From an optimization exercise on the open Yosys and OpenROAD flow, aimed at small area and a short achievable clock period; shortcuts taken in it are not production practice.
RTL that was checked went through simulation tests only; none was proved equivalent to the original.
Function not checked in run 2: the RTL went through the layout flow alone.
Power and IR drop assume default switching activity.

==> flow/design.v (outline; a module is shown in full before it is edited, if it fits) <==
// module Decoder: 6 lines
// module DIV_UNIT: 34 lines
// module MUL_UNIT: 1023 lines
// module LOGIC_UNIT: 8 lines
// module SHIFT_UNIT: 9 lines
// module CMP_UNIT: 10 lines
// module ALU_TOP: 51 lines
module ALU_TOP (
input  wire [15:0] A ,
input  wire [15:0] B ,
input  wire [3:0]  ALU_FUNC ,
input  wire        CLK ,
output reg  [31:0] Arith_OUT ,
output reg         Carry_OUT ,
output reg         Arith_Flag ,
output reg  [15:0] Logic_OUT ,
output reg         Logic_Flag ,
output reg  [15:0] Shift_OUT ,
output reg         Shift_Flag ,
output reg  [2:0]  CMP_OUT ,
output reg         CMP_Flag
);
  // ...
==> flow/flow/run.sh <==
#!/bin/bash
# Layout flow: the standard synthesis, then the combinational logic is
# re-mapped (full-adder polarity chosen to save inverters, other cells
# re-mapped by ABC; flip-flops untouched), proven equivalent to the standard
# netlist, and laid out by the standard flow with small port buffers.
set -euo pipefail
F=$PWD/flow
source $F/params.sh
R=$PWD/orfs/results/sky130hd/ALU_TOP/base
export LIB=$FLOW_HOME/platforms/sky130hd/lib/sky130_fd_sc_hd__tt_025C_1v80.lib
export YOSYS=$(command -v yosys || echo /OpenROAD-flow-scripts/tools/install/yosys/bin/yosys)
export YOSYS_ABC=$(command -v yosys-abc || echo $(dirname $YOSYS)/yosys-abc)

bash standard.sh synth > synth.log 2>&1
cp $R/1_2_yosys.v std_synth.v
python3 $F/fixinv.py std_synth.v fixinv1.v > fixinv1.log 2>&1
RS_IN=$PWD/fixinv1.v RS_OUT=$PWD/resynth.v RS_LIB=$LIB RS_SCRIPT=$F/$ABC_SCRIPT \
  RS_DONT_USE="$(cat $F/dont_use.txt)" RS_CONSTR=$F/abc.constr \
  $YOSYS -c $F/resynth.tcl > resynth.log 2>&1
python3 $F/fixinv.py resynth.v fixinv2.v > fixinv2.log 2>&1
if bash $F/equiv.sh std_synth.v fixinv2.v $PWD/equiv > equiv.log 2>&1; then
  echo "re-mapped netlist proven equivalent" >> equiv.log
  cp fixinv2.v $R/1_2_yosys.v
  rm -f $R/1_synth.odb $R/1_synth.sdc
else
  echo "equivalence not proven: keeping the standard netlist" >> equiv.log
fi
bash standard.sh "${EXTRA[@]}" finish > layout.log 2>&1
==> flow/flow/abc.constr <==
set_driving_cell sky130_fd_sc_hd__buf_1
set_load 5
==> flow/flow/area.abc <==
strash
dch
map -B 0.9
topo
stime -c
buffer -c
upsize -c
dnsize -c
==> flow/flow/cutff.py <==
#!/usr/bin/env python3
"""cutff.py IN.v OUT.v: turn every dfxtp flip-flop into a pair of ports
(Q as input ffq_N, D as output ffd_N, N from the sorted instance names)."""
import re, sys
src = open(sys.argv[1]).read()
inst_re = re.compile(r"^\s*(sky130_fd_sc_hd__dfxtp_\w+)\s+(\\\S+\s|\S+)\s*\((.*?)\);", re.S | re.M)
ffs = []
def repl(m):
    pins = dict((p, n.strip()) for p, n in re.findall(r"\.(\w+)\(\s*(.*?)\s*\)\s*(?:,|$)", m.group(3), re.S))
    ffs.append((m.group(2).strip(), pins))
    return ""
body = inst_re.sub(repl, src)
ffs.sort()
esc = lambda s: s + " " if s.startswith("\\") else s
hdr_end = body.index(");") 
ports = ", ".join(f"ffq_{i}, ffd_{i}" for i in range(len(ffs)))
body = body[:hdr_end] + ", " + ports + body[hdr_end:]
decl = "".join(f"  input ffq_{i};\n  output ffd_{i};\n  assign {esc(p['Q'])} = ffq_{i};\n  assign ffd_{i} = {esc(p['D'])};\n" for i, (n, p) in enumerate(ffs))
k = body.rindex("endmodule")
body = body[:k] + decl + body[k:]
open(sys.argv[2], "w").write(body)
sys.stderr.write(f"cutff: {len(ffs)} flip-flops\n")
==> flow/flow/dont_use.txt <==
sky130_fd_sc_hd__probe_p_8 sky130_fd_sc_hd__probec_p_8 sky130_fd_sc_hd__lpflow_bleeder_1 sky130_fd_sc_hd__lpflow_clkbufkapwr_1 sky130_fd_sc_hd__lpflow_clkbufkapwr_16 sky130_fd_sc_hd__lpflow_clkbufkapwr_2 sky130_fd_sc_hd__lpflow_clkbufkapwr_4 sky130_fd_sc_hd__lpflow_clkbufkapwr_8 sky130_fd_sc_hd__lpflow_clkinvkapwr_1 sky130_fd_sc_hd__lpflow_clkinvkapwr_16 sky130_fd_sc_hd__lpflow_clkinvkapwr_2 sky130_fd_sc_hd__lpflow_clkinvkapwr_4 sky130_fd_sc_hd__lpflow_clkinvkapwr_8 sky130_fd_sc_hd__lpflow_decapkapwr_12 sky130_fd_sc_hd__lpflow_decapkapwr_3 sky130_fd_sc_hd__lpflow_decapkapwr_4 sky130_fd_sc_hd__lpflow_decapkapwr_6 sky130_fd_sc_hd__lpflow_decapkapwr_8 sky130_fd_sc_hd__lpflow_inputiso0n_1 sky130_fd_sc_hd__lpflow_inputiso0p_1 sky130_fd_sc_hd__lpflow_inputiso1n_1 sky130_fd_sc_hd__lpflow_inputiso1p_1 sky130_fd_sc_hd__lpflow_inputisolatch_1 sky130_fd_sc_hd__lpflow_isobufsrc_1 sky130_fd_sc_hd__lpflow_isobufsrc_16 sky130_fd_sc_hd__lpflow_isobufsrc_2 sky130_fd_sc_hd__lpflow_isobufsrc_4 sky130_fd_sc_hd__lpflow_isobufsrc_8 sky130_fd_sc_hd__lpflow_isobufsrckapwr_16 sky130_fd_sc_hd__lpflow_lsbuf_lh_hl_isowell_tap_1 sky130_fd_sc_hd__lpflow_lsbuf_lh_hl_isowell_tap_2 sky130_fd_sc_hd__lpflow_lsbuf_lh_hl_isowell_tap_4 sky130_fd_sc_hd__lpflow_lsbuf_lh_isowell_4 sky130_fd_sc_hd__lpflow_lsbuf_lh_isowell_tap_1 sky130_fd_sc_hd__lpflow_lsbuf_lh_isowell_tap_2 sky130_fd_sc_hd__lpflow_lsbuf_lh_isowell_tap_4
==> flow/flow/equiv.sh <==
#!/bin/bash
# equiv.sh GOLD.v GATE.v DIR: prove two sky130 netlists with the same flip-flops equivalent
set -u
T=$3; mkdir -p $T
F=$(dirname "$0")
python3 $F/cutff.py $1 $T/gold.v && python3 $F/cutff.py $2 $T/gate.v || exit 1
cat > $T/eq.ys <<EOT
read_liberty -ignore_miss_func $LIB
read_verilog -noblackbox $T/gold.v
rename ALU_TOP gold
read_verilog -noblackbox $T/gate.v
rename ALU_TOP gate
flatten gold gate
miter -equiv -flatten gold gate miter
hierarchy -top miter
flatten
techmap
aigmap
opt_clean
write_aiger -zinit $T/miter.aig
EOT
$YOSYS $T/eq.ys > $T/eq_yosys.log 2>&1 || exit 1
$YOSYS_ABC -c "read $T/miter.aig; strash; print_stats; iprove" > $T/eq_abc.log 2>&1
grep -q "^UNSATISFIABLE" $T/eq_abc.log
==> flow/flow/fixinv.py <==
#!/usr/bin/env python3
"""Re-choose the polarity of sky130 full adders in a Yosys netlist to need
fewer inverters.

A full adder is self-dual: FA(~a,~b,~c) = (~sum, ~cout).  Each fa cell may be
used in either polarity; a local search picks the polarities that need the
fewest inverters, then every inv_1 (except ones driving ports) is rebuilt:
at most one inverter per signal.  The logic function is unchanged and
flip-flops are not touched.
Usage: fixinv.py IN.v OUT.v
"""
import re, sys, random

OUTPINS = {"X", "Y", "Q", "Q_N", "SUM", "COUT", "HI", "LO"}
INV = "sky130_fd_sc_hd__inv_1"
FA = "sky130_fd_sc_hd__fa_1"

src = open(sys.argv[1]).read()
m = re.search(r"^\s*sky130_fd_sc_hd__\w+\s", src, re.M)
head = src[:m.start()]
body = src[m.start():src.rindex("endmodule")]
if re.search(r"^\s*assign\s", body, re.M):
    sys.exit("fixinv: assign statements in the cell list are not handled")
inst_re = re.compile(r"(sky130_fd_sc_hd__\w+)\s+(\\\S+\s|\S+)\s*\((.*?)\);", re.S)
pin_re = re.compile(r"\.(\w+)\(\s*(.*?)\s*\)\s*(?:,|$)", re.S)
insts = {}
for t, n, pins in inst_re.findall(body):
    insts[n.strip()] = [t, {p: net.strip() for p, net in pin_re.findall(pins)}]
ports = set()
for d, rng, names in re.findall(r"^\s*(input|output|inout)\s+(\[[^\]]+\]\s+)?([^;]+);", head, re.M):
    for nm in names.split(","):
        nm = nm.strip()
        ports.add(nm)
        if rng:
            hi, lo = map(int, re.findall(r"-?\d+", rng))
            for i in range(min(hi, lo), max(hi, lo) + 1):
                ports.add(f"{nm}[{i}]")

drv = {}
for n, (t, pins) in insts.items():
    for p, net in pins.items():
        if p in OUTPINS:
            drv[net] = (n, p)
# inverters that may be rebuilt: inv_1 not driving a port
free_inv = {n for n, (t, pins) in insts.items() if t == INV and pins["Y"] not in ports}
def base_of(net):
    par = 0
    seen = 0
    while net in drv and drv[net][0] in free_inv and seen < 100:
        net = insts[drv[net][0]][1]["A"]
        par ^= 1
        seen += 1
    return net, par
fas = [n for n, (t, _) in insts.items() if t == FA]
fa_idx = {n: i for i, n in enumerate(fas)}
# source variable of each base signal
src_var = {}
for n in fas:
    for p in ("SUM", "COUT"):
        src_var[insts[n][1][p]] = fa_idx[n]
# fas whose outputs reach ports keep their polarity
fixed = set()
# consumers: list of (base, parity, fa index or None, inst, pin)
cons = {}
for n, (t, pins) in insts.items():
    if n in free_inv:
        continue
    for p, net in pins.items():
        if p in OUTPINS:
            continue
        b, par = base_of(net)
        v = fa_idx[n] if t == FA else None
        cons.setdefault(b, []).append((par, v, n, p))
for net in ports:
    if net in drv or net in src_var:
        b, par = base_of(net)
        if b in src_var:
            fixed.add(src_var[b])
x = [0] * len(fas)
def sig_cost(b):
    sp = x[src_var[b]] if b in src_var else 0
    for par, v, _, _ in cons.get(b, ()):
        w = par ^ (x[v] if v is not None else 0)
        if w != sp:
            return 1
    return 0
# signals touched by each fa
touch = [set() for _ in fas]
for b, cl in cons.items():
    for _, v, _, _ in cl:
        if v is not None:
            touch[v].add(b)
for b, v in src_var.items():
    touch[v].add(b)
def total():
    return sum(sig_cost(b) for b in cons)
start = total()
best_x, best = list(x), start
cur = start
rng = random.Random(1)
T = 1.0
for step in range(200000):
    i = rng.randrange(len(fas))
    if i in fixed:
        continue
    before = sum(sig_cost(b) for b in touch[i])
    x[i] ^= 1
    d = sum(sig_cost(b) for b in touch[i]) - before
    if d <= 0 or rng.random() < pow(2.718, -d / T):
        cur += d
        if cur < best:
            best, best_x = cur, list(x)
    else:
        x[i] ^= 1
    T = max(0.05, T * 0.99997)
x = best_x
sys.stderr.write(f"fixinv: signals needing an inverter {start} -> {total()} "
                 f"({sum(x)} of {len(fas)} full adders flipped; {len(free_inv)} inverters before)\n")
# rebuild
for n in free_inv:
    del insts[n]
cnt = [0]
inv_net = {}
new_wires = []
for b, cl in cons.items():
    sp = x[src_var[b]] if b in src_var else 0
    for par, v, n, p in cl:
        w = par ^ (x[v] if v is not None else 0)
        if w == sp:
            insts[n][1][p] = b
        else:
            if b not in inv_net:
                cnt[0] += 1
                y = f"_fixinv_n{cnt[0]}_"
                new_wires.append(y)
                insts[f"_fixinv_i{cnt[0]}_"] = [INV, {"A": b, "Y": y}]
                inv_net[b] = y
            insts[n][1][p] = inv_net[b]
sys.stderr.write(f"fixinv: inverters now {sum(1 for t, _ in insts.values() if t == INV)}\n")
out = [head.rstrip("\n") + "\n"]
for w in new_wires:
    out.append(f"  wire {w};\n")
for n, (t, pins) in insts.items():
    esc = lambda s: s + " " if s.startswith("\\") else s
    pl = ",\n".join(f"    .{p}({esc(net)})" for p, net in pins.items())
    out.append(f"  {t} {esc(n)} (\n{pl}\n  );\n")
out.append("endmodule\n")
open(sys.argv[2], "w").write("".join(out))
==> flow/flow/params.sh <==
ABC_SCRIPT=area.abc
EXTRA=("BUFFER_PORTS_ARGS=-buffer_cell sky130_fd_sc_hd__buf_1" "SETUP_SLACK_MARGIN=75")
==> flow/flow/resynth.abc <==
strash
dc2
dch
map -B 0.9
topo
stime -c
buffer -c
upsize -c
dnsize -c
==> flow/flow/resynth.tcl <==
# Re-map the combinational logic of a synthesized sky130 netlist with ABC.
# Full adders, flip-flops and tie cells stay as they are; every other cell is
# dissolved into its logic function and mapped again.
# env: RS_IN, RS_OUT, RS_LIB, RS_SCRIPT, RS_DONT_USE, RS_CONSTR
yosys -import
set lib $::env(RS_LIB)
read_liberty -ignore_miss_func $lib
read_verilog -noblackbox $::env(RS_IN)
hierarchy -top ALU_TOP
set keep {sky130_fd_sc_hd__fa_1 sky130_fd_sc_hd__dfxtp_1 sky130_fd_sc_hd__conb_1}
foreach c $keep { catch { setattr -mod -set keep_hierarchy 1 $c } }
flatten
foreach c $keep { catch { blackbox $c } }
opt_clean -purge
set dont {}
foreach c $::env(RS_DONT_USE) { lappend dont -dont_use $c }
abc -liberty $lib {*}$dont -script $::env(RS_SCRIPT) -constr $::env(RS_CONSTR)
opt_clean -purge
hilomap -singleton -hicell sky130_fd_sc_hd__conb_1 HI -locell sky130_fd_sc_hd__conb_1 LO
splitnets
opt_clean -purge
insbuf -buf sky130_fd_sc_hd__buf_2 A X
opt_clean -purge
stat -liberty $lib
write_verilog -noattr -noexpr -nohex -nodec -selected $::env(RS_OUT)
==> flow/standard.sh <==
#!/bin/bash
# synth_recipe.tcl (not shown) runs the flow's synth.tcl, then flattens the netlist and writes it again
# the make line also repeats each setting of config.mk as NAME=value (left out here)
make -C /OpenROAD-flow-scripts/flow DESIGN_CONFIG=/design/flow/config.mk WORK_HOME=/design/flow/orfs CLKGATE_MAP_FILE= SYNTH_SCRIPT=/design/flow/synth_recipe.tcl "${@:-finish}"
==> flow/config.mk <==
export PLATFORM = sky130hd
export DESIGN_NAME = ALU_TOP
export DESIGN_NICKNAME = ALU_TOP
export VERILOG_FILES = /design/flow/design.v
export SDC_FILE = /design/flow/constraint.sdc
export NUM_CORES = 4
export LEC_CHECK = 0
export ABC_AREA = 1
export CAP_MARGIN = 20
export CORE_MARGIN = 2
export CORE_UTILIZATION = 40
export SLEW_MARGIN = 20
==> flow/constraint.sdc <==
create_clock -name core_clock -period 105.0 [get_ports {CLK}]
set_input_delay 21.0000 -clock core_clock [delete_from_list [all_inputs] [get_ports {CLK}]]
set_output_delay 21.0000 -clock core_clock [all_outputs]
set_load 0.01 [all_outputs]
==> results.tsv, run 1 <==
metric	value	unit
crit_path_max_fanout	16	
ctsResizeCount	376	
post-route-util	0.528	
crit_start	B[8]	
final-clk-cell-share	0.0120	
place_congestion	0.949	
grt_max_degree	52	
leakage	0.0121	µW
cts_buffers	9	
endpoint_kind	flop	
p_comb	313	µW
post_cts_buffers	162	
irDropWorstVdd	0.0000294	V
layoutNonFillerInstCount	4011	
postCtsHoldBufs	0	
die_h	223	µm
tritoncts	done	
inverters	377	
multi_input_area	17500	µm²
syn_nets	3291	
dp_hpwl	59200	µm
dominant_cells	multi-input gates	
avgSynthCellArea	6.22	µm²
ys_warn_count	2	
buf_share	0.139	
use_met2	0.525	
power.switching	195	µW
grt_busiest_layer	met2	
core_area	47600	µm²
signal_buffers	420	
pg_seq	31.5	µW
status	no timing/DRC/antenna violations	
grt.overflow.total	0	
multi_input_gates	2512	
met1Wirelength	35200	µm
cts.clk_slew.worst_paths	80	ps
fin_area	25100	µm²
fin_hold_ws	21000	ps
taps	615	
initial_core_util	0.404	
crit_arrival	31520	ps
power.total	378	µW
layout-drive-gt1-share	0.288	
==> run 2: changes to the inputs <==
--- a/flow/design.v
+++ b/flow/design.v
@@ -546,16 +546,66 @@
 wire s317;
 wire c318;
 wire s319;
 wire c320;
 wire s321;
 wire c322;
 wire s323;
 wire c324;
+wire k325;
+wire s326;
+wire c327;
+wire s328;
+wire c329;
+wire s330;
+wire c331;
+wire s332;
+wire c333;
+wire s334;
+wire c335;
+wire s336;
+wire c337;
+wire s338;
+wire c339;
+wire s340;
+wire c341;
+wire s342;
+wire c343;
+wire s344;
+wire c345;
+wire s346;
+wire c347;
+wire s348;
+wire c349;
+wire s350;
+wire c351;
+wire s352;
+wire c353;
+wire s354;
+wire c355;
+wire s356;
+wire c357;
+wire m358;
+wire m359;
+wire m360;
+wire m361;
+wire m362;
+wire m363;
+wire m364;
+wire m365;
+wire m366;
+wire m367;
+wire m368;
+wire m369;
+wire m370;
+wire m371;
+wire m372;
+wire m373;
+wire cs374;
 assign one0 = B[0] ^ 1'b0;
 assign two0 = (B[1] & ~B[0] & ~1'b0) | (~B[1] & B[0] & 1'b0);
 assign neg0 = B[1];
 assign pp0_0 = ((one0 & A[0])) ^ neg0;
 assign pp0_1 = ((one0 & A[1]) | (two0 & A[0])) ^ neg0;
 assign pp0_2 = ((one0 & A[2]) | (two0 & A[1])) ^ neg0;
 assign pp0_3 = ((one0 & A[3]) | (two0 & A[2])) ^ neg0;
 assign pp0_4 = ((one0 & A[4]) | (two0 & A[3])) ^ neg0;
@@ -1022,18 +1072,18 @@
 assign s285 = c220 ^ s221 ^ c284;
 assign c286 = (c220 & s221) | (c220 & c284) | (s221 & c284);
 assign s287 = c222 ^ s223 ^ c286;
 assign c288 = (c222 & s223) | (c222 & c286) | (s223 & c286);
 assign s289 = c224 ^ s225 ^ c288;
 assign c290 = (c224 & s225) | (c224 & c288) | (s225 & c288);
 assign s291 = c226 ^ s227 ^ c290;
 assign c292 = (c226 & s227) | (c226 & c290) | (s227 & c290);
-assign s293 = c228 ^ s229 ^ c292;
-assign c294 = (c228 & s229) | (c228 & c292) | (s229 & c292);
+assign s293 = c228 ^ s229;
+assign c294 = c228 & s229;
 assign s295 = c230 ^ s231 ^ c294;
 assign c296 = (c230 & s231) | (c230 & c294) | (s231 & c294);
 assign s297 = c232 ^ s233 ^ c296;
 assign c298 = (c232 & s233) | (c232 & c296) | (s233 & c296);
 assign s299 = c234 ^ s235 ^ c298;
 assign c300 = (c234 & s235) | (c234 & c298) | (s235 & c298);
 assign s301 = c236 ^ s237 ^ c300;
 assign c302 = (c236 & s237) | (c236 & c300) | (s237 & c300);
@@ -1054,17 +1104,67 @@
 assign s317 = c252 ^ s253 ^ c316;
 assign c318 = (c252 & s253) | (c252 & c316) | (s253 & c316);
 assign s319 = c254 ^ s255 ^ c318;
 assign c320 = (c254 & s255) | (c254 & c318) | (s255 & c318);
 assign s321 = c256 ^ s257 ^ c320;
 assign c322 = (c256 & s257) | (c256 & c320) | (s257 & c320);
 assign s323 = c258 ^ s259 ^ c322;
 assign c324 = (c258 & s259) | (c258 & c322) | (s259 & c322);
-assign P = {s323, s321, s319, s317, s315, s313, s311, s309, s307, s305, s303, s301, s299, s297, s295, s293, s291, s289, s287, s285, s283, s281, s279, s277, s275, s273, s271, s269, s267, s265, s263, s261};
+assign k325 = 1'b1;
+assign s326 = c228 ^ s229 ^ k325;
+assign c327 = (c228 & s229) | (c228 & k325) | (s229 & k325);
+assign s328 = c230 ^ s231 ^ c327;
+assign c329 = (c230 & s231) | (c230 & c327) | (s231 & c327);
+assign s330 = c232 ^ s233 ^ c329;
+assign c331 = (c232 & s233) | (c232 & c329) | (s233 & c329);
+assign s332 = c234 ^ s235 ^ c331;
+assign c333 = (c234 & s235) | (c234 & c331) | (s235 & c331);
+assign s334 = c236 ^ s237 ^ c333;
+assign c335 = (c236 & s237) | (c236 & c333) | (s237 & c333);
+assign s336 = c238 ^ s239 ^ c335;
+assign c337 = (c238 & s239) | (c238 & c335) | (s239 & c335);
+assign s338 = c240 ^ s241 ^ c337;
+assign c339 = (c240 & s241) | (c240 & c337) | (s241 & c337);
+assign s340 = c242 ^ s243 ^ c339;
+assign c341 = (c242 & s243) | (c242 & c339) | (s243 & c339);
+assign s342 = c244 ^ s245 ^ c341;
+assign c343 = (c244 & s245) | (c244 & c341) | (s245 & c341);
+assign s344 = c246 ^ s247 ^ c343;
+assign c345 = (c246 & s247) | (c246 & c343) | (s247 & c343);
+assign s346 = c248 ^ s249 ^ c345;
+assign c347 = (c248 & s249) | (c248 & c345) | (s249 & c345);
+assign s348 = c250 ^ s251 ^ c347;
+assign c349 = (c250 & s251) | (c250 & c347) | (s251 & c347);
+assign s350 = c252 ^ s253 ^ c349;
+assign c351 = (c252 & s253) | (c252 & c349) | (s253 & c349);
+assign s352 = c254 ^ s255 ^ c351;
+assign c353 = (c254 & s255) | (c254 & c351) | (s255 & c351);
+assign s354 = c256 ^ s257 ^ c353;
+assign c355 = (c256 & s257) | (c256 & c353) | (s257 & c353);
+assign s356 = c258 ^ s259 ^ c355;
+assign c357 = (c258 & s259) | (c258 & c355) | (s259 & c355);
+assign m358 = c292 ? s326 : s293;
+assign m359 = c292 ? s328 : s295;
+assign m360 = c292 ? s330 : s297;
+assign m361 = c292 ? s332 : s299;
+assign m362 = c292 ? s334 : s301;
+assign m363 = c292 ? s336 : s303;
+assign m364 = c292 ? s338 : s305;
+assign m365 = c292 ? s340 : s307;
+assign m366 = c292 ? s342 : s309;
+assign m367 = c292 ? s344 : s311;
+assign m368 = c292 ? s346 : s313;
+assign m369 = c292 ? s348 : s315;
+assign m370 = c292 ? s350 : s317;
+assign m371 = c292 ? s352 : s319;
+assign m372 = c292 ? s354 : s321;
+assign m373 = c292 ? s356 : s323;
+assign cs374 = c292 ? c357 : c324;
+assign P = {m373, m372, m371, m370, m369, m368, m367, m366, m365, m364, m363, m362, m361, m360, m359, m358, s291, s289, s287, s285, s283, s281, s279, s277, s275, s273, s271, s269, s267, s265, s263, s261};
 endmodule
 module LOGIC_UNIT (
 input  wire [15:0] A ,
 input  wire [15:0] B ,
 input  wire [1:0]  F ,
 output wire [15:0] Y
 );
 assign Y = (F[0] ? (A | B) : (A & B)) ^ {16{F[1]}};
==> flow/flow/params.sh (replaced) <==
ABC_SCRIPT=resynth.abc
EXTRA=("BUFFER_PORTS_ARGS=-buffer_cell sky130_fd_sc_hd__buf_1")
==> flow/flow/resynth.abc (replaced) <==
strash
dc2
dch
map -B 0.9
topo
stime -c
upsize -c
dnsize -c
removed: flow/flow/area.abc
==> run 2 against run 1 <==
Compared with the run above:
- still clean
- routed wire length fell by 7.3%
- clock-buffer cell count stayed put
- synthesized cell count fell by 4.1%
- highest routed layer is now met4
==> results.tsv, run 2 <==
metric	value	unit	change
cts.clk_slew.worst_paths	70	ps	was 80 ps
fin_area	19700	µm²	was 25,100 µm²
ys_warn_count	2		unchanged
dp_cells	3714		was 3,722
grt_first_pass_wirelength	123000	µm	was 129,000 µm
ctsResizeCount	0		was 376
viasPerCell	5.79		was 5.77
critPathBufInv	13		was 7
critical_path_class	in2reg		unchanged
drc	0		unchanged
syn_nets	3149		was 3,291
hp-class	in2reg		unchanged
tritoncts	done		unchanged
die_h	215	µm	was 223 µm
cts_buffers	9		unchanged
leakage	0.00916	µW	was 0.0121 µW
grt_pass1_vias	21000		was 22,200
die-area	46400	µm²	was 49,900 µm²
crit_cells	99		was 40
dp_hpwl	59300	µm	was 59,200 µm
postCtsHoldBufs	0		unchanged
max_freq	0.0292	GHz	was 0.0319 GHz
vias	21600		was 23,100
finalHoldViolations	0		unchanged
top_regs	Arith_OUT: 32 flops, Logic_OUT: 16 flops, Shift_OUT: 16 flops		unchanged
crit_path_max_fanout	32		was 16
postPlaceCellArea	19400	µm²	was 20,000 µm²
period_share	0.326		was 0.298
crit_arrival	34530	ps	was 31,520 ps
largest_reg_flops	32		unchanged
clockRootBuffer	clkbuf_16		unchanged
power.total	349	µW	was 378 µW
avgSynthCellArea	6.02	µm²	was 6.22 µm²
status	no timing/DRC/antenna violations		unchanged
ant_nets	0		unchanged
tns	0	ps	unchanged
start_kind	primary input		unchanged
post-route-util	0.446		was 0.528
first_pass_iters	8		was 6
port_buffers	107		unchanged
dieWidth	215	µm	was 223 µm
num-fill-cells	4945		was 4,691
initial_core_util	0.405		was 0.404
cpPeakStageDelay	650	ps	was 540 ps
endpoint_kind	flop		unchanged
post_cts_buffers	0		was 162
crit_path_end	Arith_OUT[0]$_SDFF_PN0_		was Arith_OUT[31]$_SDFF_PN0_
drv_slew	0		unchanged
setup_violations	0		unchanged
grt.overflow.total	0		unchanged
cp_top_family	simple AND/OR/NAND/NOR gates		was adder cells
track_usage	0.341		was 0.334
antenna_found_initial	0		was 2
layoutNonFillerInstCount	3730		was 4,011
place_congestion	0.966		was 0.949
synthesis.area	17900	µm²	was 19,300 µm²
final_cell_mix	nand2_1 (1,005), clkinv_1 (295), nand3_1 (228), nor2_1 (185), xor2_1 (160)		was nand2_1 (676), nor2_1 (284), inv_1 (266), buf_4 (259), xor2_1 (199)
core_area	44100	µm²	was 47,600 µm²
cp.required	105270	ps	was 105,210 ps
top_register	Arith_OUT		unchanged
max_cap_viol_count	0		unchanged
clock-sinks	71		unchanged
syn_to_final_growth	10.2	%	was 30.6%
diodes	0		unchanged
rsz0062_at_grt	no		was yes
crit_start	B[1]		was B[8]
totalWireLength	80100	µm	was 86,400 µm
max_slew_margin	0.266		was 0.277
worst_path_max_delay_cell	clkinv_1		was fa_1
rows	77		was 80
layout_commonest_cell	nand2_1		unchanged
powerDensity	17.7	nW/µm²	was 15.0 nW/µm²
nNetsFinal	3314		was 3,587
wl_per_cell	21.5	µm	was 21.6 µm
dr.first_iter.drc_count	2381		was 2,438
cts.path.max_buffers	2		unchanged
layout-drive-gt1-share	0.0953		was 0.288
irDropWorstVdd	0.0000310	V	was 0.0000294 V
htreeDepth	3		unchanged
fin_crit	34250	ps	was 31,310 ps
io_pins	109		unchanged
tightestPinTransition	1090	ps	was 1080 ps
cp_common_cell	nand2_1		was fa_2
grt_max_degree	65		was 52
syn_inst	2968		was 3,095
[run 2: where the power goes]
part | switching (µW) | internal (µW) | total, µW
logic | 180 | 105 | 285
registers | 1.38 | 30.9 | 32.2
clock network | 15.1 | 16.6 | 31.7
total | 197 | 153 | 349
[run 2: worst min path at each step]
stage,startpoint,to,cells past startpoint
final,ALU_FUNC[2],Arith_Flag$_DFF_P_,2
after CTS,ALU_FUNC[2],Arith_Flag$_DFF_P_,2
after global placement,ALU_FUNC[3],CMP_Flag$_DFF_P_,3
after detailed placement,ALU_FUNC[2],Arith_Flag$_DFF_P_,2
after global routing,ALU_FUNC[3],CMP_Flag$_DFF_P_,3
after floorplan,ALU_FUNC[1],Logic_OUT[0]$_SDFF_PN0_,1
[run 2: area by class of cell]
type	count	area (µm²)	area share
clock buffers	9	225	0.0114
multi-input cells	2481	14900	0.755
flip-flops and latches	71	1420	0.0722
repair buffers	159	800	0.0406
clock inverters	7	63.8	0.00324
well taps	592	741	0.0376
inverters	411	1580	0.0803
[run 2: routing by layer]
layer | up-vias | track usage | wire length (µm)
li1 | 10100 | - | -
met1 | 9989 | 0.443 | 32300
met2 | 1239 | 0.546 | 35300
met3 | 271 | 0.0569 | 7770
met4 | 0 | 0.179 | 4770
met5 | - | 0 | 0
[run 2: through the flow]
step                      worst slack [ps]  hold WS (ps)
after floorplan                      73620         21090
after global placement               70800         21340
after detailed placement             70720         21340
after CTS                            71080         20970
after global routing                 69460         21030
final                                70750         20980

==> afterwards: timing with drivers on the ports <==
No port has a modelled driver above. Below, the same layouts with a new extraction and two added sets of constraints.
Step 1: set_driving_cell puts a clkbuf_16 on CLK and a buf_2 on each other input, an assumption about the parent block.
Step 2 also shifts input and output timing later by t, the mid clock arrival at the registers, as if the neighbouring blocks saw the same clock.
a / b / c = no drivers / after step 1 / after step 2; a / b = the first two.
| run | t (ns) | setup slack, ns | worst setup path after step 2 | clock arrival spread, ns | worst slew at a driven data input, ns |
|---|---|---|---|---|---|
| run 1 | 0.398 | 73.694 / 73.718 / 73.320 | input to register | 0.022 / 0.023 | 0.06 |
| run 2 | 0.399 | 70.748 / 70.772 / 70.373 | input to register | 0.016 / 0.016 | 0.04 |
After both steps setup and hold are still met in every run listed. The setup slack of run 2, which loses most, moves by +0.024 ns with the drivers and by -0.375 ns with both steps.
